This is an optimization exercise on Yosys and OpenROAD, whose aim is small area, not a production implementation. Function was checked by simulation only, so behaviour that the tests miss may differ from the original.

==> flow/design.v (outline; a module is shown in full before it is edited, if it fits) <==
// module fa_cell: 4 lines
// module ha_cell: 4 lines
// module xor2_cell: 3 lines
// module xnor2_cell: 3 lines
// module nand2_cell: 3 lines
// module nor2_cell: 3 lines
// module or2_cell: 3 lines
// module inv_cell: 3 lines
// module aoi21_cell: 3 lines
// module oai21_cell: 3 lines
// module sel3_cell: 3 lines
// module fp_mult: 2188 lines
module fp_mult (
    input  var logic        clk,
    input  var logic        rst,
    input  var logic        valid_i,
    input  var logic [31:0] num_a_i,
    input  var logic [31:0] num_b_i,
    output var logic [31:0] num_o,
    output var logic        valid_o
);
  // ...
==> flow/run.sh <==
#!/bin/bash
# synth_recipe.tcl (not shown) runs the flow's synth.tcl, then flattens the netlist and writes it again
# the make line also repeats each setting of config.mk as NAME=value (left out here)
make -C /OpenROAD-flow-scripts/flow DESIGN_CONFIG=/design/flow/config.mk WORK_HOME=/design/flow/orfs CLKGATE_MAP_FILE= SYNTH_SCRIPT=/design/flow/synth_recipe.tcl finish
==> flow/config.mk <==
export PLATFORM = sky130hd
export DESIGN_NAME = fp_mult
export DESIGN_NICKNAME = fp_mult
export VERILOG_FILES = /design/flow/design.v
export SDC_FILE = /design/flow/constraint.sdc
export NUM_CORES = 4
export LEC_CHECK = 0
export CAP_MARGIN = 20
export CELL_PAD_IN_SITES_DETAIL_PLACEMENT = 2
export CELL_PAD_IN_SITES_GLOBAL_PLACEMENT = 2
export CORE_MARGIN = 2
export CORE_UTILIZATION = 40
export SLEW_MARGIN = 20
export SYNTH_HIERARCHICAL = 1
==> flow/constraint.sdc <==
create_clock -name core_clock -period 8.5 [get_ports {clk}]
set_input_delay 1.7000 -clock core_clock [delete_from_list [all_inputs] [get_ports {clk}]]
set_output_delay 1.7000 -clock core_clock [all_outputs]
set_load 0.01 [all_outputs]
==> reports/results.tsv, run 1 <==
metric	value	unit
status	no timing/DRC/antenna violations	
Post-Synth XOR/XNOR Area	6.91	%
# DRC	0	
most common cell after layout, fill and taps aside	a222oi_1	
Synth Cell Area	16500	um^2
Post-DRT Antenna Nets	0	
met1 Usage GRT	42.5	%
post_cts resized	0	
CTS tree	done	
Hold Path End	sgn_q	
crit-path max FO	12	
via count	17237	
clk sinks	102	
Synth Area in Compound Gates	28.8	%
Hold Path Cell Cnt	0	
sequential area share after synthesis	12.4	%
First-pass DRT Iterations	14	
FF-to-FF End	exp_q[6]	
final setup violation count	0	
Final Hold Viols	0	
GRT Resource Usage Total	32.9	%
Critical Path AT	8380	ps
multiplexer share of the synthesized area	7.51	%
share of cells above drive strength 1	12.6	%
IO Port Bufs	99	
Placed Cells incl. Taps	2402	
Yosys reg bits	102	
Hold WS	335	ps
==> run 2, diff against run 1 <==
--- a/flow/design.v
+++ b/flow/design.v
@@ -42,39 +42,37 @@
     input  var logic [31:0] num_b_i,
     output var logic [31:0] num_o,
     output var logic        valid_o
 );
 logic        sa, sb;
 logic [7:0]  ea, eb;
 logic [22:0] fa, fb;
 logic        pn_a, pn_b, pn;
-logic [23:0] n0, n1, n2, n3, n4, n5;
+logic [23:0] n0, n1, n2, n3;
 logic [23:0] y0;
 logic [7:0]  raw0;
 always_comb begin
     {sa, ea, fa} = num_a_i;
     {sb, eb, fb} = num_b_i;
     pn_a = (ea == 8'd0) & eb[7];
     pn_b = (eb == 8'd0) & ea[7];
     pn   = pn_a | pn_b;
     n0   = pn_b ? {1'b0, fb} : {(ea != 8'd0), fa};
     y0   = pn_b ? {1'b1, fa} : {(eb != 8'd0), fb};
     n1   = (pn & ~|n0[23:8])  ? {n0[7:0], 16'd0} : n0;
     n2   = (pn & ~|n1[23:16]) ? {n1[15:0], 8'd0} : n1;
     n3   = (pn & ~|n2[23:20]) ? {n2[19:0], 4'd0} : n2;
-    n4   = (pn & ~|n3[23:22]) ? {n3[21:0], 2'd0} : n3;
-    n5   = (pn & ~n4[23])     ? {n4[22:0], 1'd0} : n4;
     raw0 = ea + eb;
 end
 logic [23:0] x_q, y_q;
 logic [7:0]  raw_q;
 logic        hi_q, lo_q, pn_q, sign_q, valid_q;
 always_ff @(posedge clk) begin
-    x_q    <= n5;
+    x_q    <= n3;
     y_q    <= y0;
     raw_q  <= raw0;
     hi_q   <= ea[7] & eb[7];
     lo_q   <= ~ea[7] & ~eb[7];
     pn_q   <= pn;
     sign_q <= sa ^ sb;
 end
 always_ff @(posedge clk)
@@ -378,17 +376,17 @@
 sel3_cell u_w156 (.s1(s1[0]), .s2(s2[0]), .s3(s3[0]), .a(x_q[20]), .b(x_q[19]), .c(w130), .y(w156));
 wire w157;
 sel3_cell u_w157 (.s1(s1[0]), .s2(s2[0]), .s3(s3[0]), .a(x_q[21]), .b(x_q[20]), .c(w131), .y(w157));
 wire w158;
 sel3_cell u_w158 (.s1(s1[0]), .s2(s2[0]), .s3(s3[0]), .a(x_q[22]), .b(x_q[21]), .c(w132), .y(w158));
 wire w159;
 sel3_cell u_w159 (.s1(s1[0]), .s2(s2[0]), .s3(s3[0]), .a(x_q[23]), .b(x_q[22]), .c(w133), .y(w159));
 wire w160;
-sel3_cell u_w160 (.s1(s1[0]), .s2(s2[0]), .s3(s3[0]), .a(1'b0), .b(x_q[23]), .c(w134), .y(w160));
+sel3_cell u_w160 (.s1(s1[0]), .s2(s2[0]), .s3(s3[0]), .a(s2[0]), .b(x_q[23]), .c(w134), .y(w160));
 wire w161;
 nand2_cell u_w161 (.a(s3[0]), .b(w135), .y(w161));
 wire w162;
 nand2_cell u_w162 (.a(y_q[2]), .b(x_q[0]), .y(w162));
 wire w163;
 sel3_cell u_w163 (.s1(s1[1]), .s2(s2[1]), .s3(s3[1]), .a(x_q[1]), .b(x_q[0]), .c(w1), .y(w163));
 wire w164;
 sel3_cell u_w164 (.s1(s1[1]), .s2(s2[1]), .s3(s3[1]), .a(x_q[2]), .b(x_q[1]), .c(w112), .y(w164));
@@ -430,17 +428,17 @@
 sel3_cell u_w182 (.s1(s1[1]), .s2(s2[1]), .s3(s3[1]), .a(x_q[20]), .b(x_q[19]), .c(w130), .y(w182));
 wire w183;
 sel3_cell u_w183 (.s1(s1[1]), .s2(s2[1]), .s3(s3[1]), .a(x_q[21]), .b(x_q[20]), .c(w131), .y(w183));
 wire w184;
 sel3_cell u_w184 (.s1(s1[1]), .s2(s2[1]), .s3(s3[1]), .a(x_q[22]), .b(x_q[21]), .c(w132), .y(w184));
 wire w185;
 sel3_cell u_w185 (.s1(s1[1]), .s2(s2[1]), .s3(s3[1]), .a(x_q[23]), .b(x_q[22]), .c(w133), .y(w185));
 wire w186;
-sel3_cell u_w186 (.s1(s1[1]), .s2(s2[1]), .s3(s3[1]), .a(1'b0), .b(x_q[23]), .c(w134), .y(w186));
+sel3_cell u_w186 (.s1(s1[1]), .s2(s2[1]), .s3(s3[1]), .a(s2[1]), .b(x_q[23]), .c(w134), .y(w186));
 wire w187;
 nand2_cell u_w187 (.a(s3[1]), .b(w135), .y(w187));
 wire w188;
 nand2_cell u_w188 (.a(y_q[4]), .b(x_q[0]), .y(w188));
 wire w189;
 sel3_cell u_w189 (.s1(s1[2]), .s2(s2[2]), .s3(s3[2]), .a(x_q[1]), .b(x_q[0]), .c(w1), .y(w189));
 wire w190;
 sel3_cell u_w190 (.s1(s1[2]), .s2(s2[2]), .s3(s3[2]), .a(x_q[2]), .b(x_q[1]), .c(w112), .y(w190));
@@ -482,17 +480,17 @@
 sel3_cell u_w208 (.s1(s1[2]), .s2(s2[2]), .s3(s3[2]), .a(x_q[20]), .b(x_q[19]), .c(w130), .y(w208));
 wire w209;
 sel3_cell u_w209 (.s1(s1[2]), .s2(s2[2]), .s3(s3[2]), .a(x_q[21]), .b(x_q[20]), .c(w131), .y(w209));
 wire w210;
 sel3_cell u_w210 (.s1(s1[2]), .s2(s2[2]), .s3(s3[2]), .a(x_q[22]), .b(x_q[21]), .c(w132), .y(w210));
 wire w211;
 sel3_cell u_w211 (.s1(s1[2]), .s2(s2[2]), .s3(s3[2]), .a(x_q[23]), .b(x_q[22]), .c(w133), .y(w211));
 wire w212;
-sel3_cell u_w212 (.s1(s1[2]), .s2(s2[2]), .s3(s3[2]), .a(1'b0), .b(x_q[23]), .c(w134), .y(w212));
+sel3_cell u_w212 (.s1(s1[2]), .s2(s2[2]), .s3(s3[2]), .a(s2[2]), .b(x_q[23]), .c(w134), .y(w212));
 wire w213;
 nand2_cell u_w213 (.a(s3[2]), .b(w135), .y(w213));
 wire w214;
 nand2_cell u_w214 (.a(y_q[6]), .b(x_q[0]), .y(w214));
 wire w215;
 sel3_cell u_w215 (.s1(s1[3]), .s2(s2[3]), .s3(s3[3]), .a(x_q[1]), .b(x_q[0]), .c(w1), .y(w215));
 wire w216;
 sel3_cell u_w216 (.s1(s1[3]), .s2(s2[3]), .s3(s3[3]), .a(x_q[2]), .b(x_q[1]), .c(w112), .y(w216));
@@ -534,17 +532,17 @@
 sel3_cell u_w234 (.s1(s1[3]), .s2(s2[3]), .s3(s3[3]), .a(x_q[20]), .b(x_q[19]), .c(w130), .y(w234));
 wire w235;
 sel3_cell u_w235 (.s1(s1[3]), .s2(s2[3]), .s3(s3[3]), .a(x_q[21]), .b(x_q[20]), .c(w131), .y(w235));
 wire w236;
 sel3_cell u_w236 (.s1(s1[3]), .s2(s2[3]), .s3(s3[3]), .a(x_q[22]), .b(x_q[21]), .c(w132), .y(w236));
 wire w237;
 sel3_cell u_w237 (.s1(s1[3]), .s2(s2[3]), .s3(s3[3]), .a(x_q[23]), .b(x_q[22]), .c(w133), .y(w237));
 wire w238;
-sel3_cell u_w238 (.s1(s1[3]), .s2(s2[3]), .s3(s3[3]), .a(1'b0), .b(x_q[23]), .c(w134), .y(w238));
+sel3_cell u_w238 (.s1(s1[3]), .s2(s2[3]), .s3(s3[3]), .a(s2[3]), .b(x_q[23]), .c(w134), .y(w238));
 wire w239;
 nand2_cell u_w239 (.a(s3[3]), .b(w135), .y(w239));
 wire w240;
 nand2_cell u_w240 (.a(y_q[8]), .b(x_q[0]), .y(w240));
 wire w241;
 sel3_cell u_w241 (.s1(s1[4]), .s2(s2[4]), .s3(s3[4]), .a(x_q[1]), .b(x_q[0]), .c(w1), .y(w241));
 wire w242;
 sel3_cell u_w242 (.s1(s1[4]), .s2(s2[4]), .s3(s3[4]), .a(x_q[2]), .b(x_q[1]), .c(w112), .y(w242));
@@ -586,17 +584,17 @@
 sel3_cell u_w260 (.s1(s1[4]), .s2(s2[4]), .s3(s3[4]), .a(x_q[20]), .b(x_q[19]), .c(w130), .y(w260));
 wire w261;
 sel3_cell u_w261 (.s1(s1[4]), .s2(s2[4]), .s3(s3[4]), .a(x_q[21]), .b(x_q[20]), .c(w131), .y(w261));
 wire w262;
 sel3_cell u_w262 (.s1(s1[4]), .s2(s2[4]), .s3(s3[4]), .a(x_q[22]), .b(x_q[21]), .c(w132), .y(w262));
 wire w263;
 sel3_cell u_w263 (.s1(s1[4]), .s2(s2[4]), .s3(s3[4]), .a(x_q[23]), .b(x_q[22]), .c(w133), .y(w263));
 wire w264;
-sel3_cell u_w264 (.s1(s1[4]), .s2(s2[4]), .s3(s3[4]), .a(1'b0), .b(x_q[23]), .c(w134), .y(w264));
+sel3_cell u_w264 (.s1(s1[4]), .s2(s2[4]), .s3(s3[4]), .a(s2[4]), .b(x_q[23]), .c(w134), .y(w264));
 wire w265;
 nand2_cell u_w265 (.a(s3[4]), .b(w135), .y(w265));
 wire w266;
 nand2_cell u_w266 (.a(y_q[10]), .b(x_q[0]), .y(w266));
 wire w267;
 sel3_cell u_w267 (.s1(s1[5]), .s2(s2[5]), .s3(s3[5]), .a(x_q[1]), .b(x_q[0]), .c(w1), .y(w267));
 wire w268;
 sel3_cell u_w268 (.s1(s1[5]), .s2(s2[5]), .s3(s3[5]), .a(x_q[2]), .b(x_q[1]), .c(w112), .y(w268));
@@ -638,17 +636,17 @@
 sel3_cell u_w286 (.s1(s1[5]), .s2(s2[5]), .s3(s3[5]), .a(x_q[20]), .b(x_q[19]), .c(w130), .y(w286));
 wire w287;
 sel3_cell u_w287 (.s1(s1[5]), .s2(s2[5]), .s3(s3[5]), .a(x_q[21]), .b(x_q[20]), .c(w131), .y(w287));
 wire w288;
 sel3_cell u_w288 (.s1(s1[5]), .s2(s2[5]), .s3(s3[5]), .a(x_q[22]), .b(x_q[21]), .c(w132), .y(w288));
 wire w289;
 sel3_cell u_w289 (.s1(s1[5]), .s2(s2[5]), .s3(s3[5]), .a(x_q[23]), .b(x_q[22]), .c(w133), .y(w289));
 wire w290;
-sel3_cell u_w290 (.s1(s1[5]), .s2(s2[5]), .s3(s3[5]), .a(1'b0), .b(x_q[23]), .c(w134), .y(w290));
+sel3_cell u_w290 (.s1(s1[5]), .s2(s2[5]), .s3(s3[5]), .a(s2[5]), .b(x_q[23]), .c(w134), .y(w290));
 wire w291;
 nand2_cell u_w291 (.a(s3[5]), .b(w135), .y(w291));
 wire w292;
 nand2_cell u_w292 (.a(y_q[12]), .b(x_q[0]), .y(w292));
 wire w293;
 sel3_cell u_w293 (.s1(s1[6]), .s2(s2[6]), .s3(s3[6]), .a(x_q[1]), .b(x_q[0]), .c(w1), .y(w293));
 wire w294;
 sel3_cell u_w294 (.s1(s1[6]), .s2(s2[6]), .s3(s3[6]), .a(x_q[2]), .b(x_q[1]), .c(w112), .y(w294));
@@ -690,17 +688,17 @@
 sel3_cell u_w312 (.s1(s1[6]), .s2(s2[6]), .s3(s3[6]), .a(x_q[20]), .b(x_q[19]), .c(w130), .y(w312));
 wire w313;
 sel3_cell u_w313 (.s1(s1[6]), .s2(s2[6]), .s3(s3[6]), .a(x_q[21]), .b(x_q[20]), .c(w131), .y(w313));
 wire w314;
 sel3_cell u_w314 (.s1(s1[6]), .s2(s2[6]), .s3(s3[6]), .a(x_q[22]), .b(x_q[21]), .c(w132), .y(w314));
 wire w315;
 sel3_cell u_w315 (.s1(s1[6]), .s2(s2[6]), .s3(s3[6]), .a(x_q[23]), .b(x_q[22]), .c(w133), .y(w315));
 wire w316;
-sel3_cell u_w316 (.s1(s1[6]), .s2(s2[6]), .s3(s3[6]), .a(1'b0), .b(x_q[23]), .c(w134), .y(w316));
+sel3_cell u_w316 (.s1(s1[6]), .s2(s2[6]), .s3(s3[6]), .a(s2[6]), .b(x_q[23]), .c(w134), .y(w316));
 wire w317;
 nand2_cell u_w317 (.a(s3[6]), .b(w135), .y(w317));
 wire w318;
 nand2_cell u_w318 (.a(y_q[14]), .b(x_q[0]), .y(w318));
 wire w319;
 sel3_cell u_w319 (.s1(s1[7]), .s2(s2[7]), .s3(s3[7]), .a(x_q[1]), .b(x_q[0]), .c(w1), .y(w319));
 wire w320;
 sel3_cell u_w320 (.s1(s1[7]), .s2(s2[7]), .s3(s3[7]), .a(x_q[2]), .b(x_q[1]), .c(w112), .y(w320));
@@ -742,17 +740,17 @@
 sel3_cell u_w338 (.s1(s1[7]), .s2(s2[7]), .s3(s3[7]), .a(x_q[20]), .b(x_q[19]), .c(w130), .y(w338));
 wire w339;
 sel3_cell u_w339 (.s1(s1[7]), .s2(s2[7]), .s3(s3[7]), .a(x_q[21]), .b(x_q[20]), .c(w131), .y(w339));
 wire w340;
 sel3_cell u_w340 (.s1(s1[7]), .s2(s2[7]), .s3(s3[7]), .a(x_q[22]), .b(x_q[21]), .c(w132), .y(w340));
 wire w341;
 sel3_cell u_w341 (.s1(s1[7]), .s2(s2[7]), .s3(s3[7]), .a(x_q[23]), .b(x_q[22]), .c(w133), .y(w341));
 wire w342;
-sel3_cell u_w342 (.s1(s1[7]), .s2(s2[7]), .s3(s3[7]), .a(1'b0), .b(x_q[23]), .c(w134), .y(w342));
+sel3_cell u_w342 (.s1(s1[7]), .s2(s2[7]), .s3(s3[7]), .a(s2[7]), .b(x_q[23]), .c(w134), .y(w342));
 wire w343;
 nand2_cell u_w343 (.a(s3[7]), .b(w135), .y(w343));
 wire w344;
 nand2_cell u_w344 (.a(y_q[16]), .b(x_q[0]), .y(w344));
 wire w345;
 sel3_cell u_w345 (.s1(s1[8]), .s2(s2[8]), .s3(s3[8]), .a(x_q[1]), .b(x_q[0]), .c(w1), .y(w345));
 wire w346;
 sel3_cell u_w346 (.s1(s1[8]), .s2(s2[8]), .s3(s3[8]), .a(x_q[2]), .b(x_q[1]), .c(w112), .y(w346));
@@ -794,17 +792,17 @@
 sel3_cell u_w364 (.s1(s1[8]), .s2(s2[8]), .s3(s3[8]), .a(x_q[20]), .b(x_q[19]), .c(w130), .y(w364));
 wire w365;
 sel3_cell u_w365 (.s1(s1[8]), .s2(s2[8]), .s3(s3[8]), .a(x_q[21]), .b(x_q[20]), .c(w131), .y(w365));
 wire w366;
 sel3_cell u_w366 (.s1(s1[8]), .s2(s2[8]), .s3(s3[8]), .a(x_q[22]), .b(x_q[21]), .c(w132), .y(w366));
 wire w367;
 sel3_cell u_w367 (.s1(s1[8]), .s2(s2[8]), .s3(s3[8]), .a(x_q[23]), .b(x_q[22]), .c(w133), .y(w367));
 wire w368;
-sel3_cell u_w368 (.s1(s1[8]), .s2(s2[8]), .s3(s3[8]), .a(1'b0), .b(x_q[23]), .c(w134), .y(w368));
+sel3_cell u_w368 (.s1(s1[8]), .s2(s2[8]), .s3(s3[8]), .a(s2[8]), .b(x_q[23]), .c(w134), .y(w368));
 wire w369;
 nand2_cell u_w369 (.a(s3[8]), .b(w135), .y(w369));
 wire w370;
 nand2_cell u_w370 (.a(y_q[18]), .b(x_q[0]), .y(w370));
 wire w371;
 sel3_cell u_w371 (.s1(s1[9]), .s2(s2[9]), .s3(s3[9]), .a(x_q[1]), .b(x_q[0]), .c(w1), .y(w371));
 wire w372;
 sel3_cell u_w372 (.s1(s1[9]), .s2(s2[9]), .s3(s3[9]), .a(x_q[2]), .b(x_q[1]), .c(w112), .y(w372));
@@ -846,17 +844,17 @@
 sel3_cell u_w390 (.s1(s1[9]), .s2(s2[9]), .s3(s3[9]), .a(x_q[20]), .b(x_q[19]), .c(w130), .y(w390));
 wire w391;
 sel3_cell u_w391 (.s1(s1[9]), .s2(s2[9]), .s3(s3[9]), .a(x_q[21]), .b(x_q[20]), .c(w131), .y(w391));
 wire w392;
 sel3_cell u_w392 (.s1(s1[9]), .s2(s2[9]), .s3(s3[9]), .a(x_q[22]), .b(x_q[21]), .c(w132), .y(w392));
 wire w393;
 sel3_cell u_w393 (.s1(s1[9]), .s2(s2[9]), .s3(s3[9]), .a(x_q[23]), .b(x_q[22]), .c(w133), .y(w393));
 wire w394;
-sel3_cell u_w394 (.s1(s1[9]), .s2(s2[9]), .s3(s3[9]), .a(1'b0), .b(x_q[23]), .c(w134), .y(w394));
+sel3_cell u_w394 (.s1(s1[9]), .s2(s2[9]), .s3(s3[9]), .a(s2[9]), .b(x_q[23]), .c(w134), .y(w394));
 wire w395;
 nand2_cell u_w395 (.a(s3[9]), .b(w135), .y(w395));
 wire w396;
 nand2_cell u_w396 (.a(y_q[20]), .b(x_q[0]), .y(w396));
 wire w397;
 sel3_cell u_w397 (.s1(s1[10]), .s2(s2[10]), .s3(s3[10]), .a(x_q[1]), .b(x_q[0]), .c(w1), .y(w397));
 wire w398;
 sel3_cell u_w398 (.s1(s1[10]), .s2(s2[10]), .s3(s3[10]), .a(x_q[2]), .b(x_q[1]), .c(w112), .y(w398));
@@ -898,17 +896,17 @@
 sel3_cell u_w416 (.s1(s1[10]), .s2(s2[10]), .s3(s3[10]), .a(x_q[20]), .b(x_q[19]), .c(w130), .y(w416));
 wire w417;
 sel3_cell u_w417 (.s1(s1[10]), .s2(s2[10]), .s3(s3[10]), .a(x_q[21]), .b(x_q[20]), .c(w131), .y(w417));
 wire w418;
 sel3_cell u_w418 (.s1(s1[10]), .s2(s2[10]), .s3(s3[10]), .a(x_q[22]), .b(x_q[21]), .c(w132), .y(w418));
 wire w419;
 sel3_cell u_w419 (.s1(s1[10]), .s2(s2[10]), .s3(s3[10]), .a(x_q[23]), .b(x_q[22]), .c(w133), .y(w419));
 wire w420;
-sel3_cell u_w420 (.s1(s1[10]), .s2(s2[10]), .s3(s3[10]), .a(1'b0), .b(x_q[23]), .c(w134), .y(w420));
+sel3_cell u_w420 (.s1(s1[10]), .s2(s2[10]), .s3(s3[10]), .a(s2[10]), .b(x_q[23]), .c(w134), .y(w420));
 wire w421;
 nand2_cell u_w421 (.a(s3[10]), .b(w135), .y(w421));
 wire w422;
 nand2_cell u_w422 (.a(y_q[22]), .b(x_q[0]), .y(w422));
 wire w423;
 sel3_cell u_w423 (.s1(s1[11]), .s2(s2[11]), .s3(s3[11]), .a(x_q[1]), .b(x_q[0]), .c(w1), .y(w423));
 wire w424;
 sel3_cell u_w424 (.s1(s1[11]), .s2(s2[11]), .s3(s3[11]), .a(x_q[2]), .b(x_q[1]), .c(w112), .y(w424));
@@ -950,17 +948,17 @@
 sel3_cell u_w442 (.s1(s1[11]), .s2(s2[11]), .s3(s3[11]), .a(x_q[20]), .b(x_q[19]), .c(w130), .y(w442));
 wire w443;
 sel3_cell u_w443 (.s1(s1[11]), .s2(s2[11]), .s3(s3[11]), .a(x_q[21]), .b(x_q[20]), .c(w131), .y(w443));
 wire w444;
 sel3_cell u_w444 (.s1(s1[11]), .s2(s2[11]), .s3(s3[11]), .a(x_q[22]), .b(x_q[21]), .c(w132), .y(w444));
 wire w445;
 sel3_cell u_w445 (.s1(s1[11]), .s2(s2[11]), .s3(s3[11]), .a(x_q[23]), .b(x_q[22]), .c(w133), .y(w445));
 wire w446;
-sel3_cell u_w446 (.s1(s1[11]), .s2(s2[11]), .s3(s3[11]), .a(1'b0), .b(x_q[23]), .c(w134), .y(w446));
+sel3_cell u_w446 (.s1(s1[11]), .s2(s2[11]), .s3(s3[11]), .a(s2[11]), .b(x_q[23]), .c(w134), .y(w446));
 wire w447;
 nand2_cell u_w447 (.a(s3[11]), .b(w135), .y(w447));
 wire w448;
 xnor2_cell u_w448 (.a(w370), .b(w346), .y(w448));
 wire w449;
 or2_cell u_w449 (.a(w370), .b(w346), .y(w449));
 wire w450;
 wire w451;
@@ -1875,351 +1873,372 @@
 nor2_cell u_w1014 (.a(w925), .b(w926), .y(w1014));
 wire w1015;
 xor2_cell u_w1015 (.a(w925), .b(w926), .y(w1015));
 wire w1016;
 nor2_cell u_w1016 (.a(w446), .b(w927), .y(w1016));
 wire w1017;
 xor2_cell u_w1017 (.a(w446), .b(w927), .y(w1017));
 wire w1018;
-aoi21_cell u_w1018 (.a(w967), .b(w964), .c(w966), .y(w1018));
+aoi21_cell u_w1018 (.a(w963), .b(w960), .c(w962), .y(w1018));
 wire w1019;
-aoi21_cell u_w1019 (.a(w963), .b(w960), .c(w962), .y(w1019));
+aoi21_cell u_w1019 (.a(w959), .b(w956), .c(w958), .y(w1019));
 wire w1020;
-aoi21_cell u_w1020 (.a(w959), .b(w956), .c(w958), .y(w1020));
+nand2_cell u_w1020 (.a(w963), .b(w961), .y(w1020));
 wire w1021;
-nand2_cell u_w1021 (.a(w963), .b(w961), .y(w1021));
+oai21_cell u_w1021 (.a(w1020), .b(w1019), .c(w1018), .y(w1021));
 wire w1022;
-oai21_cell u_w1022 (.a(w1021), .b(w1020), .c(w1019), .y(w1022));
+aoi21_cell u_w1022 (.a(w955), .b(w952), .c(w954), .y(w1022));
 wire w1023;
-aoi21_cell u_w1023 (.a(w955), .b(w952), .c(w954), .y(w1023));
+aoi21_cell u_w1023 (.a(w951), .b(w948), .c(w950), .y(w1023));
 wire w1024;
-aoi21_cell u_w1024 (.a(w951), .b(w948), .c(w950), .y(w1024));
+nand2_cell u_w1024 (.a(w955), .b(w953), .y(w1024));
 wire w1025;
-nand2_cell u_w1025 (.a(w955), .b(w953), .y(w1025));
+oai21_cell u_w1025 (.a(w1024), .b(w1023), .c(w1022), .y(w1025));
 wire w1026;
-oai21_cell u_w1026 (.a(w1025), .b(w1024), .c(w1023), .y(w1026));
+aoi21_cell u_w1026 (.a(w947), .b(w944), .c(w946), .y(w1026));
 wire w1027;
-aoi21_cell u_w1027 (.a(w947), .b(w944), .c(w946), .y(w1027));
+aoi21_cell u_w1027 (.a(w943), .b(w940), .c(w942), .y(w1027));
 wire w1028;
-aoi21_cell u_w1028 (.a(w943), .b(w940), .c(w942), .y(w1028));
+nand2_cell u_w1028 (.a(w947), .b(w945), .y(w1028));
 wire w1029;
-nand2_cell u_w1029 (.a(w947), .b(w945), .y(w1029));
+oai21_cell u_w1029 (.a(w1028), .b(w1027), .c(w1026), .y(w1029));
 wire w1030;
-oai21_cell u_w1030 (.a(w1029), .b(w1028), .c(w1027), .y(w1030));
+nand2_cell u_w1030 (.a(w951), .b(w949), .y(w1030));
 wire w1031;
-nand2_cell u_w1031 (.a(w951), .b(w949), .y(w1031));
+nor2_cell u_w1031 (.a(w1024), .b(w1030), .y(w1031));
 wire w1032;
-nor2_cell u_w1032 (.a(w1025), .b(w1031), .y(w1032));
+aoi21_cell u_w1032 (.a(w1031), .b(w1029), .c(w1025), .y(w1032));
 wire w1033;
-aoi21_cell u_w1033 (.a(w1032), .b(w1030), .c(w1026), .y(w1033));
+aoi21_cell u_w1033 (.a(w939), .b(w936), .c(w938), .y(w1033));
 wire w1034;
-aoi21_cell u_w1034 (.a(w939), .b(w936), .c(w938), .y(w1034));
+aoi21_cell u_w1034 (.a(w935), .b(w932), .c(w934), .y(w1034));
 wire w1035;
-aoi21_cell u_w1035 (.a(w935), .b(w932), .c(w934), .y(w1035));
+nand2_cell u_w1035 (.a(w939), .b(w937), .y(w1035));
 wire w1036;
-nand2_cell u_w1036 (.a(w939), .b(w937), .y(w1036));
+oai21_cell u_w1036 (.a(w1035), .b(w1034), .c(w1033), .y(w1036));
 wire w1037;
-oai21_cell u_w1037 (.a(w1036), .b(w1035), .c(w1034), .y(w1037));
+aoi21_cell u_w1037 (.a(w931), .b(w928), .c(w930), .y(w1037));
 wire w1038;
-aoi21_cell u_w1038 (.a(w931), .b(w928), .c(w930), .y(w1038));
+nand2_cell u_w1038 (.a(w935), .b(w933), .y(w1038));
 wire w1039;
-nand2_cell u_w1039 (.a(w935), .b(w933), .y(w1039));
+nor2_cell u_w1039 (.a(w1035), .b(w1038), .y(w1039));
 wire w1040;
-nor2_cell u_w1040 (.a(w1036), .b(w1039), .y(w1040));
+inv_cell u_w1040 (.a(w1037), .y(w1040));
 wire w1041;
-inv_cell u_w1041 (.a(w1038), .y(w1041));
+aoi21_cell u_w1041 (.a(w1039), .b(w1040), .c(w1036), .y(w1041));
 wire w1042;
-aoi21_cell u_w1042 (.a(w1040), .b(w1041), .c(w1037), .y(w1042));
+nand2_cell u_w1042 (.a(w943), .b(w941), .y(w1042));
 wire w1043;
-nand2_cell u_w1043 (.a(w943), .b(w941), .y(w1043));
+nor2_cell u_w1043 (.a(w1028), .b(w1042), .y(w1043));
 wire w1044;
-nor2_cell u_w1044 (.a(w1029), .b(w1043), .y(w1044));
+nand2_cell u_w1044 (.a(w1031), .b(w1043), .y(w1044));
 wire w1045;
-nand2_cell u_w1045 (.a(w1032), .b(w1044), .y(w1045));
+oai21_cell u_w1045 (.a(w1044), .b(w1041), .c(w1032), .y(w1045));
 wire w1046;
-oai21_cell u_w1046 (.a(w1045), .b(w1042), .c(w1033), .y(w1046));
+nand2_cell u_w1046 (.a(w959), .b(w957), .y(w1046));
 wire w1047;
-nand2_cell u_w1047 (.a(w959), .b(w957), .y(w1047));
+nor2_cell u_w1047 (.a(w1020), .b(w1046), .y(w1047));
 wire w1048;
-nor2_cell u_w1048 (.a(w1021), .b(w1047), .y(w1048));
+aoi21_cell u_w1048 (.a(w1047), .b(w1045), .c(w1021), .y(w1048));
 wire w1049;
-aoi21_cell u_w1049 (.a(w1048), .b(w1046), .c(w1022), .y(w1049));
+inv_cell u_w1049 (.a(w1048), .y(w1049));
 wire w1050;
-nand2_cell u_w1050 (.a(w967), .b(w965), .y(w1050));
+aoi21_cell u_w1050 (.a(w965), .b(w1049), .c(w964), .y(w1050));
 wire w1051;
-oai21_cell u_w1051 (.a(w1050), .b(w1049), .c(w1018), .y(w1051));
+aoi21_cell u_w1051 (.a(w967), .b(w964), .c(w966), .y(w1051));
 wire w1052;
-aoi21_cell u_w1052 (.a(w969), .b(w1051), .c(w968), .y(w1052));
+nand2_cell u_w1052 (.a(w967), .b(w965), .y(w1052));
 wire w1053;
-aoi21_cell u_w1053 (.a(w971), .b(w968), .c(w970), .y(w1053));
+oai21_cell u_w1053 (.a(w1052), .b(w1048), .c(w1051), .y(w1053));
 wire w1054;
-nand2_cell u_w1054 (.a(w971), .b(w969), .y(w1054));
+aoi21_cell u_w1054 (.a(w969), .b(w1053), .c(w968), .y(w1054));
 wire w1055;
-oai21_cell u_w1055 (.a(w1054), .b(w1018), .c(w1053), .y(w1055));
+aoi21_cell u_w1055 (.a(w971), .b(w968), .c(w970), .y(w1055));
 wire w1056;
-nor2_cell u_w1056 (.a(w1054), .b(w1050), .y(w1056));
+nand2_cell u_w1056 (.a(w971), .b(w969), .y(w1056));
 wire w1057;
-aoi21_cell u_w1057 (.a(w1056), .b(w1022), .c(w1055), .y(w1057));
+oai21_cell u_w1057 (.a(w1056), .b(w1051), .c(w1055), .y(w1057));
 wire w1058;
-nand2_cell u_w1058 (.a(w1056), .b(w1048), .y(w1058));
+nor2_cell u_w1058 (.a(w1056), .b(w1052), .y(w1058));
 wire w1059;
-inv_cell u_w1059 (.a(w1046), .y(w1059));
+aoi21_cell u_w1059 (.a(w1058), .b(w1021), .c(w1057), .y(w1059));
 wire w1060;
-oai21_cell u_w1060 (.a(w1058), .b(w1059), .c(w1057), .y(w1060));
+nand2_cell u_w1060 (.a(w1058), .b(w1047), .y(w1060));
 wire w1061;
-aoi21_cell u_w1061 (.a(w973), .b(w1060), .c(w972), .y(w1061));
+inv_cell u_w1061 (.a(w1045), .y(w1061));
 wire w1062;
-aoi21_cell u_w1062 (.a(w975), .b(w972), .c(w974), .y(w1062));
+oai21_cell u_w1062 (.a(w1060), .b(w1061), .c(w1059), .y(w1062));
 wire w1063;
-nand2_cell u_w1063 (.a(w975), .b(w973), .y(w1063));
+aoi21_cell u_w1063 (.a(w973), .b(w1062), .c(w972), .y(w1063));
 wire w1064;
-inv_cell u_w1064 (.a(w1060), .y(w1064));
+aoi21_cell u_w1064 (.a(w975), .b(w972), .c(w974), .y(w1064));
 wire w1065;
-oai21_cell u_w1065 (.a(w1063), .b(w1064), .c(w1062), .y(w1065));
+nand2_cell u_w1065 (.a(w975), .b(w973), .y(w1065));
 wire w1066;
-aoi21_cell u_w1066 (.a(w977), .b(w1065), .c(w976), .y(w1066));
+inv_cell u_w1066 (.a(w1062), .y(w1066));
 wire w1067;
-aoi21_cell u_w1067 (.a(w979), .b(w976), .c(w978), .y(w1067));
+oai21_cell u_w1067 (.a(w1065), .b(w1066), .c(w1064), .y(w1067));
 wire w1068;
-nand2_cell u_w1068 (.a(w979), .b(w977), .y(w1068));
+aoi21_cell u_w1068 (.a(w977), .b(w1067), .c(w976), .y(w1068));
 wire w1069;
-oai21_cell u_w1069 (.a(w1068), .b(w1062), .c(w1067), .y(w1069));
+aoi21_cell u_w1069 (.a(w979), .b(w976), .c(w978), .y(w1069));
 wire w1070;
-nor2_cell u_w1070 (.a(w1068), .b(w1063), .y(w1070));
+nand2_cell u_w1070 (.a(w979), .b(w977), .y(w1070));
 wire w1071;
-aoi21_cell u_w1071 (.a(w1070), .b(w1060), .c(w1069), .y(w1071));
+oai21_cell u_w1071 (.a(w1070), .b(w1064), .c(w1069), .y(w1071));
 wire w1072;
-inv_cell u_w1072 (.a(w1071), .y(w1072));
+nor2_cell u_w1072 (.a(w1070), .b(w1065), .y(w1072));
 wire w1073;
-aoi21_cell u_w1073 (.a(w981), .b(w1072), .c(w980), .y(w1073));
+aoi21_cell u_w1073 (.a(w1072), .b(w1062), .c(w1071), .y(w1073));
 wire w1074;
-aoi21_cell u_w1074 (.a(w983), .b(w980), .c(w982), .y(w1074));
+inv_cell u_w1074 (.a(w1073), .y(w1074));
 wire w1075;
-nand2_cell u_w1075 (.a(w983), .b(w981), .y(w1075));
+aoi21_cell u_w1075 (.a(w981), .b(w1074), .c(w980), .y(w1075));
 wire w1076;
-oai21_cell u_w1076 (.a(w1075), .b(w1071), .c(w1074), .y(w1076));
+aoi21_cell u_w1076 (.a(w983), .b(w980), .c(w982), .y(w1076));
 wire w1077;
-aoi21_cell u_w1077 (.a(w985), .b(w1076), .c(w984), .y(w1077));
+nand2_cell u_w1077 (.a(w983), .b(w981), .y(w1077));
 wire w1078;
-aoi21_cell u_w1078 (.a(w987), .b(w984), .c(w986), .y(w1078));
+oai21_cell u_w1078 (.a(w1077), .b(w1073), .c(w1076), .y(w1078));
 wire w1079;
-nand2_cell u_w1079 (.a(w987), .b(w985), .y(w1079));
+aoi21_cell u_w1079 (.a(w985), .b(w1078), .c(w984), .y(w1079));
 wire w1080;
-oai21_cell u_w1080 (.a(w1079), .b(w1074), .c(w1078), .y(w1080));
+aoi21_cell u_w1080 (.a(w987), .b(w984), .c(w986), .y(w1080));
 wire w1081;
-nor2_cell u_w1081 (.a(w1079), .b(w1075), .y(w1081));
+nand2_cell u_w1081 (.a(w987), .b(w985), .y(w1081));
 wire w1082;
-aoi21_cell u_w1082 (.a(w1081), .b(w1069), .c(w1080), .y(w1082));
+oai21_cell u_w1082 (.a(w1081), .b(w1076), .c(w1080), .y(w1082));
 wire w1083;
-nand2_cell u_w1083 (.a(w1081), .b(w1070), .y(w1083));
+nor2_cell u_w1083 (.a(w1081), .b(w1077), .y(w1083));
 wire w1084;
-oai21_cell u_w1084 (.a(w1083), .b(w1057), .c(w1082), .y(w1084));
+aoi21_cell u_w1084 (.a(w1083), .b(w1071), .c(w1082), .y(w1084));
 wire w1085;
-nor2_cell u_w1085 (.a(w1083), .b(w1058), .y(w1085));
+nand2_cell u_w1085 (.a(w1083), .b(w1072), .y(w1085));
 wire w1086;
-aoi21_cell u_w1086 (.a(w1085), .b(w1046), .c(w1084), .y(w1086));
+oai21_cell u_w1086 (.a(w1085), .b(w1059), .c(w1084), .y(w1086));
 wire w1087;
-inv_cell u_w1087 (.a(w1086), .y(w1087));
+nor2_cell u_w1087 (.a(w1085), .b(w1060), .y(w1087));
 wire w1088;
-aoi21_cell u_w1088 (.a(w989), .b(w1087), .c(w988), .y(w1088));
+aoi21_cell u_w1088 (.a(w1087), .b(w1045), .c(w1086), .y(w1088));
 wire w1089;
-aoi21_cell u_w1089 (.a(w991), .b(w988), .c(w990), .y(w1089));
+inv_cell u_w1089 (.a(w1088), .y(w1089));
 wire w1090;
-nand2_cell u_w1090 (.a(w991), .b(w989), .y(w1090));
+aoi21_cell u_w1090 (.a(w989), .b(w1089), .c(w988), .y(w1090));
 wire w1091;
-oai21_cell u_w1091 (.a(w1090), .b(w1086), .c(w1089), .y(w1091));
+aoi21_cell u_w1091 (.a(w991), .b(w988), .c(w990), .y(w1091));
 wire w1092;
-aoi21_cell u_w1092 (.a(w993), .b(w1091), .c(w992), .y(w1092));
+nand2_cell u_w1092 (.a(w991), .b(w989), .y(w1092));
 wire w1093;
-aoi21_cell u_w1093 (.a(w995), .b(w992), .c(w994), .y(w1093));
+oai21_cell u_w1093 (.a(w1092), .b(w1088), .c(w1091), .y(w1093));
 wire w1094;
-nand2_cell u_w1094 (.a(w995), .b(w993), .y(w1094));
+aoi21_cell u_w1094 (.a(w993), .b(w1093), .c(w992), .y(w1094));
 wire w1095;
-oai21_cell u_w1095 (.a(w1094), .b(w1089), .c(w1093), .y(w1095));
+aoi21_cell u_w1095 (.a(w995), .b(w992), .c(w994), .y(w1095));
 wire w1096;
-nor2_cell u_w1096 (.a(w1094), .b(w1090), .y(w1096));
+nand2_cell u_w1096 (.a(w995), .b(w993), .y(w1096));
 wire w1097;
-aoi21_cell u_w1097 (.a(w1096), .b(w1087), .c(w1095), .y(w1097));
+oai21_cell u_w1097 (.a(w1096), .b(w1091), .c(w1095), .y(w1097));
 wire w1098;
-inv_cell u_w1098 (.a(w1097), .y(w1098));
+nor2_cell u_w1098 (.a(w1096), .b(w1092), .y(w1098));
 wire w1099;
-aoi21_cell u_w1099 (.a(w997), .b(w1098), .c(w996), .y(w1099));
+aoi21_cell u_w1099 (.a(w1098), .b(w1089), .c(w1097), .y(w1099));
 wire w1100;
-aoi21_cell u_w1100 (.a(w999), .b(w996), .c(w998), .y(w1100));
+inv_cell u_w1100 (.a(w1099), .y(w1100));
 wire w1101;
-nand2_cell u_w1101 (.a(w999), .b(w997), .y(w1101));
+aoi21_cell u_w1101 (.a(w997), .b(w1100), .c(w996), .y(w1101));
 wire w1102;
-oai21_cell u_w1102 (.a(w1101), .b(w1097), .c(w1100), .y(w1102));
+aoi21_cell u_w1102 (.a(w999), .b(w996), .c(w998), .y(w1102));
 wire w1103;
-aoi21_cell u_w1103 (.a(w1001), .b(w1102), .c(w1000), .y(w1103));
+nand2_cell u_w1103 (.a(w999), .b(w997), .y(w1103));
 wire w1104;
-aoi21_cell u_w1104 (.a(w1003), .b(w1000), .c(w1002), .y(w1104));
+oai21_cell u_w1104 (.a(w1103), .b(w1099), .c(w1102), .y(w1104));
 wire w1105;
-nand2_cell u_w1105 (.a(w1003), .b(w1001), .y(w1105));
+aoi21_cell u_w1105 (.a(w1001), .b(w1104), .c(w1000), .y(w1105));
 wire w1106;
-oai21_cell u_w1106 (.a(w1105), .b(w1100), .c(w1104), .y(w1106));
+aoi21_cell u_w1106 (.a(w1003), .b(w1000), .c(w1002), .y(w1106));
 wire w1107;
-nor2_cell u_w1107 (.a(w1105), .b(w1101), .y(w1107));
+nand2_cell u_w1107 (.a(w1003), .b(w1001), .y(w1107));
 wire w1108;
-aoi21_cell u_w1108 (.a(w1107), .b(w1095), .c(w1106), .y(w1108));
+oai21_cell u_w1108 (.a(w1107), .b(w1102), .c(w1106), .y(w1108));
 wire w1109;
-nand2_cell u_w1109 (.a(w1107), .b(w1096), .y(w1109));
+nor2_cell u_w1109 (.a(w1107), .b(w1103), .y(w1109));
 wire w1110;
-oai21_cell u_w1110 (.a(w1109), .b(w1086), .c(w1108), .y(w1110));
+aoi21_cell u_w1110 (.a(w1109), .b(w1097), .c(w1108), .y(w1110));
 wire w1111;
-aoi21_cell u_w1111 (.a(w1005), .b(w1110), .c(w1004), .y(w1111));
+nand2_cell u_w1111 (.a(w1109), .b(w1098), .y(w1111));
 wire w1112;
-aoi21_cell u_w1112 (.a(w1007), .b(w1004), .c(w1006), .y(w1112));
+oai21_cell u_w1112 (.a(w1111), .b(w1088), .c(w1110), .y(w1112));
 wire w1113;
-nand2_cell u_w1113 (.a(w1007), .b(w1005), .y(w1113));
+aoi21_cell u_w1113 (.a(w1005), .b(w1112), .c(w1004), .y(w1113));
 wire w1114;
-inv_cell u_w1114 (.a(w1110), .y(w1114));
+aoi21_cell u_w1114 (.a(w1007), .b(w1004), .c(w1006), .y(w1114));
 wire w1115;
-oai21_cell u_w1115 (.a(w1113), .b(w1114), .c(w1112), .y(w1115));
+nand2_cell u_w1115 (.a(w1007), .b(w1005), .y(w1115));
 wire w1116;
-aoi21_cell u_w1116 (.a(w1009), .b(w1115), .c(w1008), .y(w1116));
+inv_cell u_w1116 (.a(w1112), .y(w1116));
 wire w1117;
-aoi21_cell u_w1117 (.a(w1011), .b(w1008), .c(w1010), .y(w1117));
+oai21_cell u_w1117 (.a(w1115), .b(w1116), .c(w1114), .y(w1117));
 wire w1118;
-nand2_cell u_w1118 (.a(w1011), .b(w1009), .y(w1118));
+aoi21_cell u_w1118 (.a(w1009), .b(w1117), .c(w1008), .y(w1118));
 wire w1119;
-oai21_cell u_w1119 (.a(w1118), .b(w1112), .c(w1117), .y(w1119));
+aoi21_cell u_w1119 (.a(w1011), .b(w1008), .c(w1010), .y(w1119));
 wire w1120;
-nor2_cell u_w1120 (.a(w1118), .b(w1113), .y(w1120));
+nand2_cell u_w1120 (.a(w1011), .b(w1009), .y(w1120));
 wire w1121;
-aoi21_cell u_w1121 (.a(w1120), .b(w1110), .c(w1119), .y(w1121));
+oai21_cell u_w1121 (.a(w1120), .b(w1114), .c(w1119), .y(w1121));
 wire w1122;
-inv_cell u_w1122 (.a(w1121), .y(w1122));
+nor2_cell u_w1122 (.a(w1120), .b(w1115), .y(w1122));
 wire w1123;
-aoi21_cell u_w1123 (.a(w1013), .b(w1122), .c(w1012), .y(w1123));
+aoi21_cell u_w1123 (.a(w1122), .b(w1112), .c(w1121), .y(w1123));
 wire w1124;
-aoi21_cell u_w1124 (.a(w1015), .b(w1012), .c(w1014), .y(w1124));
+inv_cell u_w1124 (.a(w1123), .y(w1124));
 wire w1125;
-nand2_cell u_w1125 (.a(w1015), .b(w1013), .y(w1125));
+aoi21_cell u_w1125 (.a(w1013), .b(w1124), .c(w1012), .y(w1125));
 wire w1126;
-oai21_cell u_w1126 (.a(w1125), .b(w1121), .c(w1124), .y(w1126));
+aoi21_cell u_w1126 (.a(w1015), .b(w1012), .c(w1014), .y(w1126));
 wire w1127;
-aoi21_cell u_w1127 (.a(w1017), .b(w1126), .c(w1016), .y(w1127));
+nand2_cell u_w1127 (.a(w1015), .b(w1013), .y(w1127));
 wire w1128;
-xnor2_cell u_w1128 (.a(w971), .b(w1052), .y(w1128));
+oai21_cell u_w1128 (.a(w1127), .b(w1123), .c(w1126), .y(w1128));
 wire w1129;
-xor2_cell u_w1129 (.a(w973), .b(w1060), .y(w1129));
+aoi21_cell u_w1129 (.a(w1017), .b(w1128), .c(w1016), .y(w1129));
 wire w1130;
-xnor2_cell u_w1130 (.a(w975), .b(w1061), .y(w1130));
+xor2_cell u_w1130 (.a(w965), .b(w1049), .y(w1130));
 wire w1131;
-xor2_cell u_w1131 (.a(w977), .b(w1065), .y(w1131));
+xnor2_cell u_w1131 (.a(w967), .b(w1050), .y(w1131));
 wire w1132;
-xnor2_cell u_w1132 (.a(w979), .b(w1066), .y(w1132));
+xor2_cell u_w1132 (.a(w969), .b(w1053), .y(w1132));
 wire w1133;
-xor2_cell u_w1133 (.a(w981), .b(w1072), .y(w1133));
+xnor2_cell u_w1133 (.a(w971), .b(w1054), .y(w1133));
 wire w1134;
-xnor2_cell u_w1134 (.a(w983), .b(w1073), .y(w1134));
+xor2_cell u_w1134 (.a(w973), .b(w1062), .y(w1134));
 wire w1135;
-xor2_cell u_w1135 (.a(w985), .b(w1076), .y(w1135));
+xnor2_cell u_w1135 (.a(w975), .b(w1063), .y(w1135));
 wire w1136;
-xnor2_cell u_w1136 (.a(w987), .b(w1077), .y(w1136));
+xor2_cell u_w1136 (.a(w977), .b(w1067), .y(w1136));
 wire w1137;
-xor2_cell u_w1137 (.a(w989), .b(w1087), .y(w1137));
+xnor2_cell u_w1137 (.a(w979), .b(w1068), .y(w1137));
 wire w1138;
-xnor2_cell u_w1138 (.a(w991), .b(w1088), .y(w1138));
+xor2_cell u_w1138 (.a(w981), .b(w1074), .y(w1138));
 wire w1139;
-xor2_cell u_w1139 (.a(w993), .b(w1091), .y(w1139));
+xnor2_cell u_w1139 (.a(w983), .b(w1075), .y(w1139));
 wire w1140;
-xnor2_cell u_w1140 (.a(w995), .b(w1092), .y(w1140));
+xor2_cell u_w1140 (.a(w985), .b(w1078), .y(w1140));
 wire w1141;
-xor2_cell u_w1141 (.a(w997), .b(w1098), .y(w1141));
+xnor2_cell u_w1141 (.a(w987), .b(w1079), .y(w1141));
 wire w1142;
-xnor2_cell u_w1142 (.a(w999), .b(w1099), .y(w1142));
+xor2_cell u_w1142 (.a(w989), .b(w1089), .y(w1142));
 wire w1143;
-xor2_cell u_w1143 (.a(w1001), .b(w1102), .y(w1143));
+xnor2_cell u_w1143 (.a(w991), .b(w1090), .y(w1143));
 wire w1144;
-xnor2_cell u_w1144 (.a(w1003), .b(w1103), .y(w1144));
+xor2_cell u_w1144 (.a(w993), .b(w1093), .y(w1144));
 wire w1145;
-xor2_cell u_w1145 (.a(w1005), .b(w1110), .y(w1145));
+xnor2_cell u_w1145 (.a(w995), .b(w1094), .y(w1145));
 wire w1146;
-xnor2_cell u_w1146 (.a(w1007), .b(w1111), .y(w1146));
+xor2_cell u_w1146 (.a(w997), .b(w1100), .y(w1146));
 wire w1147;
-xor2_cell u_w1147 (.a(w1009), .b(w1115), .y(w1147));
+xnor2_cell u_w1147 (.a(w999), .b(w1101), .y(w1147));
 wire w1148;
-xnor2_cell u_w1148 (.a(w1011), .b(w1116), .y(w1148));
+xor2_cell u_w1148 (.a(w1001), .b(w1104), .y(w1148));
 wire w1149;
-xor2_cell u_w1149 (.a(w1013), .b(w1122), .y(w1149));
+xnor2_cell u_w1149 (.a(w1003), .b(w1105), .y(w1149));
 wire w1150;
-xnor2_cell u_w1150 (.a(w1015), .b(w1123), .y(w1150));
+xor2_cell u_w1150 (.a(w1005), .b(w1112), .y(w1150));
 wire w1151;
-xor2_cell u_w1151 (.a(w1017), .b(w1126), .y(w1151));
+xnor2_cell u_w1151 (.a(w1007), .b(w1113), .y(w1151));
 wire w1152;
-xor2_cell u_w1152 (.a(w447), .b(w1127), .y(w1152));
-logic [47:23] prod;
-assign prod[23] = w1128;
-assign prod[24] = w1129;
-assign prod[25] = w1130;
-assign prod[26] = w1131;
-assign prod[27] = w1132;
-assign prod[28] = w1133;
-assign prod[29] = w1134;
-assign prod[30] = w1135;
-assign prod[31] = w1136;
-assign prod[32] = w1137;
-assign prod[33] = w1138;
-assign prod[34] = w1139;
-assign prod[35] = w1140;
-assign prod[36] = w1141;
-assign prod[37] = w1142;
-assign prod[38] = w1143;
-assign prod[39] = w1144;
-assign prod[40] = w1145;
-assign prod[41] = w1146;
-assign prod[42] = w1147;
-assign prod[43] = w1148;
-assign prod[44] = w1149;
-assign prod[45] = w1150;
-assign prod[46] = w1151;
-assign prod[47] = w1152;
+xor2_cell u_w1152 (.a(w1009), .b(w1117), .y(w1152));
+wire w1153;
+xnor2_cell u_w1153 (.a(w1011), .b(w1118), .y(w1153));
+wire w1154;
+xor2_cell u_w1154 (.a(w1013), .b(w1124), .y(w1154));
+wire w1155;
+xnor2_cell u_w1155 (.a(w1015), .b(w1125), .y(w1155));
+wire w1156;
+xor2_cell u_w1156 (.a(w1017), .b(w1128), .y(w1156));
+wire w1157;
+xor2_cell u_w1157 (.a(w447), .b(w1129), .y(w1157));
+logic [47:20] prod;
+assign prod[20] = w1130;
+assign prod[21] = w1131;
+assign prod[22] = w1132;
+assign prod[23] = w1133;
+assign prod[24] = w1134;
+assign prod[25] = w1135;
+assign prod[26] = w1136;
+assign prod[27] = w1137;
+assign prod[28] = w1138;
+assign prod[29] = w1139;
+assign prod[30] = w1140;
+assign prod[31] = w1141;
+assign prod[32] = w1142;
+assign prod[33] = w1143;
+assign prod[34] = w1144;
+assign prod[35] = w1145;
+assign prod[36] = w1146;
+assign prod[37] = w1147;
+assign prod[38] = w1148;
+assign prod[39] = w1149;
+assign prod[40] = w1150;
+assign prod[41] = w1151;
+assign prod[42] = w1152;
+assign prod[43] = w1153;
+assign prod[44] = w1154;
+assign prod[45] = w1155;
+assign prod[46] = w1156;
+assign prod[47] = w1157;
 logic [7:0]  e0, e1, exp0, exp1;
 logic        p47, ovf0, ovf1, ovf, unf_e, raw127, gt103;
 logic [4:0]  sub, r;
-logic [24:0] v1, v2, v3, v4, v5;
+logic [27:0] v1, v2, v3, v4, v5;
+logic [2:0]  lz;
 logic [7:0]  res_exp;
 logic [22:0] res_man;
 always_comb begin
     e0     = raw_q + 8'd129;
     e1     = raw_q + 8'd130;
     ovf0   = hi_q & (~e0[7] | (e0 == 8'hff));
     ovf1   = hi_q & (~e1[7] | (e1 == 8'hff));
     unf_e  = lo_q & e0[7];                      
     raw127 = lo_q & (raw_q == 8'd127);          
     gt103  = raw_q > 8'd103;
     sub    = gt103 ? ~raw_q[4:0] : 5'd31;
-    r      = unf_e ? ((sub == 5'd31) ? 5'd31 : sub + 5'd1) : 5'd0;
     exp0   = ovf0 ? 8'd254 : ((unf_e | raw127) ? 8'd0 : e0);
     exp1   = ovf1 ? 8'd254 : (unf_e ? 8'd0 : e1);
+    casez (prod[47:43])
+        5'b1????: lz = 3'd0;
+        5'b01???: lz = 3'd1;
+        5'b001??: lz = 3'd2;
+        5'b0001?: lz = 3'd3;
+        default:  lz = 3'd4;
+    endcase
+    r      = unf_e ? ((sub == 5'd31) ? 5'd31 : sub + 5'd4) : (raw127 ? 5'd4 : 5'd4 - {2'd0, lz});
     p47    = prod[47] & ~pn_q;
     ovf    = p47 ? ovf1 : ovf0;
     res_exp = p47 ? exp1 : exp0;
 end
-logic [24:0] v_q;
+logic [27:0] v_q;
 logic [4:0]  r_q;
 logic        ovf_q;
 logic [7:0]  exp_q;
 logic        sgn_q;
 always_ff @(posedge clk) begin
-    v_q   <= prod[47:23];
-    r_q   <= {r[4:1], unf_e ? r[0] : (prod[47] | raw127)};
+    v_q   <= prod[47:20];
+    r_q   <= r;
     ovf_q <= ovf;
     exp_q <= res_exp;
     sgn_q <= sign_q;
 end
 always_ff @(posedge clk)
     if (rst) valid_o <= 1'b0;
     else     valid_o <= valid_q;
 always_comb begin
-    v1 = r_q[4] ? {16'd0, v_q[24:16]} : v_q;
-    v2 = r_q[3] ? {8'd0, v1[24:8]}    : v1;
-    v3 = r_q[2] ? {4'd0, v2[24:4]}    : v2;
-    v4 = r_q[1] ? {2'd0, v3[24:2]}    : v3;
-    v5 = r_q[0] ? {1'd0, v4[24:1]}    : v4;
+    v1 = r_q[4] ? {16'd0, v_q[27:16]} : v_q;
+    v2 = r_q[3] ? {8'd0, v1[27:8]}    : v1;
+    v3 = r_q[2] ? {4'd0, v2[27:4]}    : v2;
+    v4 = r_q[1] ? {2'd0, v3[27:2]}    : v3;
+    v5 = r_q[0] ? {1'd0, v4[27:1]}    : v4;
     res_man = v5[22:0] | {23{ovf_q}};
     num_o   = {sgn_q, exp_q, res_man};
 end
 endmodule
 `resetall
==> run 2 against run 1 <==
Effect of this change:
- register-to-register slack gained 90 ps
- synthesized area is 2.2% lower
- core utilization is 0.21 points higher
- via count decreased by 3.8%
- sequential share of layout area rose by 0.54 points
- fmax is 1.1% higher
- die area shrank 2.2%
- synthesized cell count decreased by 3.8%
- clock skew decreased by 3.9 ps
- flip-flop and latch count is 3 higher
==> reports/results.tsv, run 2 <==
metric	value	unit	change
status	no timing/DRC/antenna violations		
Initial Util	40.6	%	
Synth area leader	fa_1		
P&R area growth vs syn	16.5	%	
Hold WS	343	ps	+8.29 ps
First-pass DRT Iterations	15		+1
fin nets	2136		
Post-Layout Cell Count	2340		
IO Port Bufs	99		unchanged
gpl congestion	0.914		
Worst-path clk slew	80	ps	
period utilisation layout	94.3	%	
most frequent cell after synthesis	a222oi_1		
hold wc startpoint	sign_q		
Setup Total Neg Slack	0	ps	
Top reg by flops	v_q		
GRT Resource Usage Total	33.5	%	+0.64 points
slew margin rel.	31.2	%	
FFs w/ async S/R, synth	0	%	
r2r worst-path depth	32		
most used cell, CP	o21ai_1		
ant diodes	0		
ys flop type	dfxtp_1		
synth cell count leaders	287 x a222oi_1, 220 x fa_1, 187 x nand2_1		
Yosys reg bits	105		+2.9%
Hold Path Cell Cnt	0		unchanged
Syn. warnings	7		
CP required	8800	ps	
Vias/cell	7.09		
via count	16581		-3.8%
largest net degree at the start of global routing	56		
Die Wd	205	um	
post-route minimum period	8020	ps	
Largest register FFs	28		
CTS tree	done		
number of synthesized flops with an enable pin	0		
Hold Path Class	reg -> reg		
worst clock skew	10.2	ps	
crit path from	x_q[10]		
top flop regs	v_q: 28 flops, x_q: 24 flops, y_q: 24 flops		
vias in the first global route	17676		
DP Wirelength	53500	um	
Critical Path AT	8320	ps	-60 ps
Synth Cell Area	16100	um^2	-2.2%
share of cells above drive strength 1	13.8	%	+1.3 points
Placed Cells incl. Taps	2324		-3.2%
clock latency on the worst-skew pair	380	ps	
Largest stage delay, worst path	550	ps	
CTS Buf Count	9		
Bufs on Longest Clock Path	2		
RSZ-0062 raised after global routing	false		
# fillers	4272		
Final Hold Viols	0		unchanged
num rows	73		
H-tree depth	3		
crit path kind	reg -> reg		
worst-margin pin slew	1030	ps	
Slew Limit Fails	0		
Netlist cell types	66		
Max Cap Viol	0		
top post-synthesis cells by area	fa_1 27%, a222oi_1 18%, dfxtp_1 13%		
root buf cell	clkbuf_16		
Syn Inst Count	1632		
Total Wirelength	70600	um	
Post-DRT Antenna Nets	0		unchanged
Yosys top cell area share	27.3	%	
die area	41900	um^2	
clk sinks	105		+2.9%
Fmax	125	MHz	
post-synthesis average cell area	9.87	um^2	
DRT iter0 DRCs	2953		
Worst Setup End Kind	register		
# DRC	0		unchanged
gr ovfl total	0		
final setup violation count	0		unchanged
Worst Setup Start Kind	register		
initial antenna violation count	0		
# IOs	100		
most common cell after layout, fill and taps aside	a222oi_1		
first-pass GRT wire length	108000	um	
reg2reg start	x_q[10]		
crit-path max FO	10		-2
commonest cells after routing, fill and taps aside	287 x a222oi_1, 220 x fa_1, 187 x nand2_1		
die height	205	um	
core area	39700	um^2	
Slowest-stage cell, CP	fa_1		
wire per inst	30.2	um	
sequential area share after synthesis	13.0	%	+0.66 points
## run 2: cell types whose count changed after synthesis, sizes merged, moves of 5 or more
cell     delta
mux2i      -46
o21ai      -15
clkbuf     -10
nand2b      -9
nand3       -6
o211ai      +6
a2bb2oi     +5
mux4        +5
nor2        +5
nor2b       -5
## run 2: area by class of cell
| class | instances | area [um^2] | share of cell area [%] |
|---|---|---|---|
| Clock buffer | 9 | 225 | 1.20 |
| Tap cell | 525 | 657 | 3.50 |
| Sequential cell | 105 | 2100 | 11.2 |
| Timing Repair Buffer | 207 | 1800 | 9.60 |
| Inverter | 38 | 143 | 0.760 |
| Multi-Input combinational cell | 1450 | 13800 | 73.4 |
| Clock inverter | 6 | 62.6 | 0.333 |
## run 2: per-stage QoR
stage | utilization (%) | area [um^2] | setup slack (ps)
2_1_floorplan | - | 16100 | 607
3_3_place_gp | 46.2 | 18400 | 402
3_5_place_dp | 46.2 | 18400 | -108
4_1_cts | 47.0 | 18700 | 5.50
5_1_grt | 47.2 | 18800 | 2.47
6_report | 47.2 | 18800 | 482
## run 2: logic make-up after synthesis
group	synth area share [%]
mux	5.81
xor+xnor	7.12
flops	13.0
simple gates	11.9
compound gates	29.7
buf+inv	2.14
fa+ha+maj	30.3
## run 2: critical path, delay by kind of cell, from the launching register on
family / cells / cell delay (ps)
DFF: 1 / 420
and+or+nand+nor: 4 / 670
AOI/OAI and AO/OA: 17 / 2930
buffers and inverters: 2 / 280
adders and majority gates: 6 / 2890
xor gates and xnor gates: 3 / 750
## run 2: what timing repair did
action	CTS	global route
endpoints found under the setup margin	3	11
buffers inserted	0	1
pin swaps	0	1
gates cloned	0	0
gates resized for setup	4	13
hold buffers	0	0
hold endpoints to repair	0	0
## run 2: final timing paths
path | endpoint | slack (ps)
setup / recovery | exp_q[6] | 480
hold / removal | sgn_q | 340
setup reg to reg | exp_q[6] | 480
hold reg to reg | sgn_q | 340
## run 2: routing by layer
| layer | track usage [%] | up-vias | wire length [um] | share of wire, % |
|---|---|---|---|---|
| met4 | 12.8 | 0 | 2710 | 3.8 |
| met3 | 8.07 | 188 | 7410 | 10 |
| met2 | 53.5 | 1030 | 32200 | 46 |
| met1 | 43.9 | 8466 | 28300 | 40 |
| met5 | 0 | - | 0 | 0 |
| li1 | - | 6897 | - | - |
## run 2: modules after synthesis (local to each module, per instance)
| module | area (um^2) | flops+latches |
|---|---|---|
| or2_cell | 6.26 | 0 |
| fa_cell | 20.0 | 0 |
| fp_mult | 6090 | 105 |
| nor2_cell | 3.75 | 0 |
| oai21_cell | 5.00 | 0 |
| inv_cell | 3.75 | 0 |
| xnor2_cell | 8.76 | 0 |
| ha_cell | 12.5 | 0 |
| nand2_cell | 3.75 | 0 |
| sel3_cell | 10.0 | 0 |
| xor2_cell | 8.76 | 0 |
| aoi21_cell | 8.76 | 0 |
==> run 3, diff against run 2 <==
--- a/flow/config.mk
+++ b/flow/config.mk
@@ -12,2 +12,3 @@
 export CORE_UTILIZATION = 40
+export CTS_BUF_LIST = sky130_fd_sc_hd__clkbuf_4 sky130_fd_sc_hd__clkbuf_8
 export SLEW_MARGIN = 20
==> run 3 against run 2 <==
Effect of this change:
- final cell count hardly changed
- flip-flop and latch count stayed put
- setup slack worse by 84 ps
- die area stayed put
- largest cell class unchanged
- critical path type unchanged
- synthesized area stayed put
- wire length is 0.16% lower
- synthesized cell count stayed put
==> reports/results.tsv, run 3 <==
metric	value	unit	change
initial antenna violation count	0		unchanged
post-synthesis average cell area	9.87	um^2	unchanged
CP required	8850	ps	+50 ps
num rows	73		unchanged
FF/Latch Area	2100	um^2	unchanged
top flop regs	v_q: 28 flops, x_q: 24 flops, y_q: 24 flops		
top post-synthesis cells by area	fa_1 27%, a222oi_1 18%, dfxtp_1 13%		
slew margin rel.	30.6	%	-0.59 points
worst clock skew	20.7	ps	+10.4 ps
Bufs on Longest Clock Path	2		unchanged
commonest cells after routing, fill and taps aside	287 x a222oi_1, 220 x fa_1, 187 x nand2_1		
crit-path max FO	10		unchanged
largest net degree at the start of global routing	56		unchanged
Synth Cell Area	16100	um^2	unchanged
Final WS setup	399	ps	-83.6 ps
gr ovfl total	0		unchanged
Hold WS	351	ps	+8.22 ps
DP Area	18400	um^2	unchanged
number of synthesized flops with an enable pin	0		unchanged
Critical Path AT	8450	ps	+130 ps
# IOs	100		unchanged
gpl congestion	0.914		unchanged
first-pass GRT wire length	107000	um	-0.62%
worst-margin pin slew	1040	ps	+8.86 ps
DRT iter0 DRCs	2992		+1.3%
Hold Path Cell Cnt	0		unchanged
Vias/cell	7.07		-0.22%
reg2reg start	x_q[10]		
most common cell after layout, fill and taps aside	a222oi_1		
Top reg by flops	v_q		
Syn. warnings	7		unchanged
worst reg2reg setup slack	400	ps	-80 ps
via count	16552		-0.17%
hold wc startpoint	sign_q		
Final Hold Viols	0		unchanged
GRT Resource Usage Total	33.3	%	-0.21 points
Fmax	123	MHz	-1.0%
Slowest-stage cell, CP	fa_1		
root buf cell	clkbuf_8		
H-tree depth	3		unchanged
Die Wd	205	um	unchanged
share of cells above drive strength 1	14.1	%	+0.28 points
post-route cell area	18700	um^2	-0.33%
CTS Buf Count	9		unchanged
FF-to-FF End	exp_q[6]		
Largest register FFs	28		unchanged
status	no timing/DRC/antenna violations		
core area	39700	um^2	unchanged
CTS tree	done		
fin nets	2136		unchanged
die area	41900	um^2	unchanged
Synth area leader	fa_1		
FFs w/ async S/R, synth	0	%	unchanged
r2r worst-path depth	32		unchanged
vias in the first global route	17524		-0.86%
clk sinks	105		unchanged
post-route minimum period	8100	ps	+83.6 ps
P&R area growth vs syn	16.1	%	
Largest stage delay, worst path	560	ps	about the same
Worst-path clk slew	120	ps	+40 ps
synth cell count leaders	287 x a222oi_1, 220 x fa_1, 187 x nand2_1		
area of the multi-input gates	13800	um^2	+0.27%
[run 3: changes by cell type in the layout (fill, tap and decap cells not counted)]
cell       before  now
clkbuf_16       9    0
xor2_2          5   10
xor2_1         71   66
diode_2         0    1
clkbuf_8        0    9
[run 3: worst max-delay path, delay by kind of cell (launching register included)]
family,cells,cell delay [ps]
buffers and inverters,2,270
AND/OR/NAND/NOR,7,1090
AO/OA/AOI/OAI,14,2570
flip-flops,1,440
XOR/XNOR,3,750
adder cells (fa/ha/maj),6,2890
[run 3: metrics by stage]
stage	setup TNS [ps]	instances	util [%]
after floorplan	0	1632	-
after global placement	0	2324	46.2
after detailed placement	-171	2324	46.2
after CTS	0	2339	46.8
after global routing	0	2340	47.1
final	0	2341	47.1
[run 3: logic make-up after synthesis]
group / share of synthesized area, %
AO/OA/AOI/OAI: 29.7
XOR/XNOR: 7.12
adder cells (fa/ha/maj): 30.3
buffers and inverters: 2.14
flip-flops: 13.0
multiplexers: 5.81
AND/OR/NAND/NOR: 11.9
[run 3: Yosys stat by module (local to each module, per instance), a selection]
module	cells inside	flops+latches	times used
fp_mult	720	105	1
fa_cell	1	0	219
ha_cell	1	0	23
xor2_cell	1	0	71
xnor2_cell	1	0	45
aoi21_cell	1	0	73
or2_cell	1	0	21
nand2_cell	1	0	62
[run 3: worst max path at each step]
stage / end / cells past startpoint / slack [ps] / from
2_1_floorplan: exp_q[6] / 31 / 610 / x_q[3]
3_3_place_gp: exp_q[6] / 32 / 400 / x_q[2]
3_5_place_dp: exp_q[6] / 32 / -110 / x_q[2]
4_1_cts: exp_q[6] / 31 / 9 / x_q[2]
5_1_grt: exp_q[3] / 32 / 50 / x_q[10]
6_report: exp_q[6] / 32 / 400 / x_q[10]
[run 3: area by class of cell]
| class | count | share of cell area [%] |
|---|---|---|
| multi-input cells | 1450 | 73.8 |
| flip-flops and latches | 105 | 11.2 |
| repair buffers | 207 | 9.63 |
| well taps | 525 | 3.51 |
| inverters | 38 | 0.762 |
| clock buffers | 9 | 0.662 |
| clock inverters | 6 | 0.334 |
| diodes | 1 | 0.0134 |
[run 3: what timing repair did]
action | CTS | global route
pin swaps | 0 | 2
resized for setup | 4 | 18
gates cloned | 0 | 0
endpoints found under the setup margin | 3 | 11
setup buffers | 0 | 1
[run 3: per-layer routing]
metal	track usage (%)	wire length, um	up-vias
met5	0	0	-
met1	43.7	28200	8441
met3	8.08	7370	180
met2	53.6	32400	1035
li1	-	-	6896
met4	11.6	2530	0

[static timing again, ports no longer ideal]
No port has a modelled driver above. Below, the same layouts with a new extraction and two added sets of constraints.
Step 1 assumes that a clkbuf_16 drives the clock port and a buf_2 every other input.
Step 2 moves the port delays by t, midway between the first and last clock arrival at a register: inputs arrive t later, outputs are due t later. That takes back most of the time a late clock gives input paths.
Slacks: ideal / step 1 / step 2; pairs: ideal / step 1.
| run | t, ns | setup WS [ns] | worst setup path at the end |
|---|---|---|---|
| run 1 | 0.428 | 0.390 / 0.390 / 0.390 | register to register |
| run 2 | 0.425 | 0.482 / 0.482 / 0.482 | register to register |
| run 3 | 0.466 | 0.399 / 0.399 / 0.399 | register to register |
After both steps every run listed still meets setup and hold.
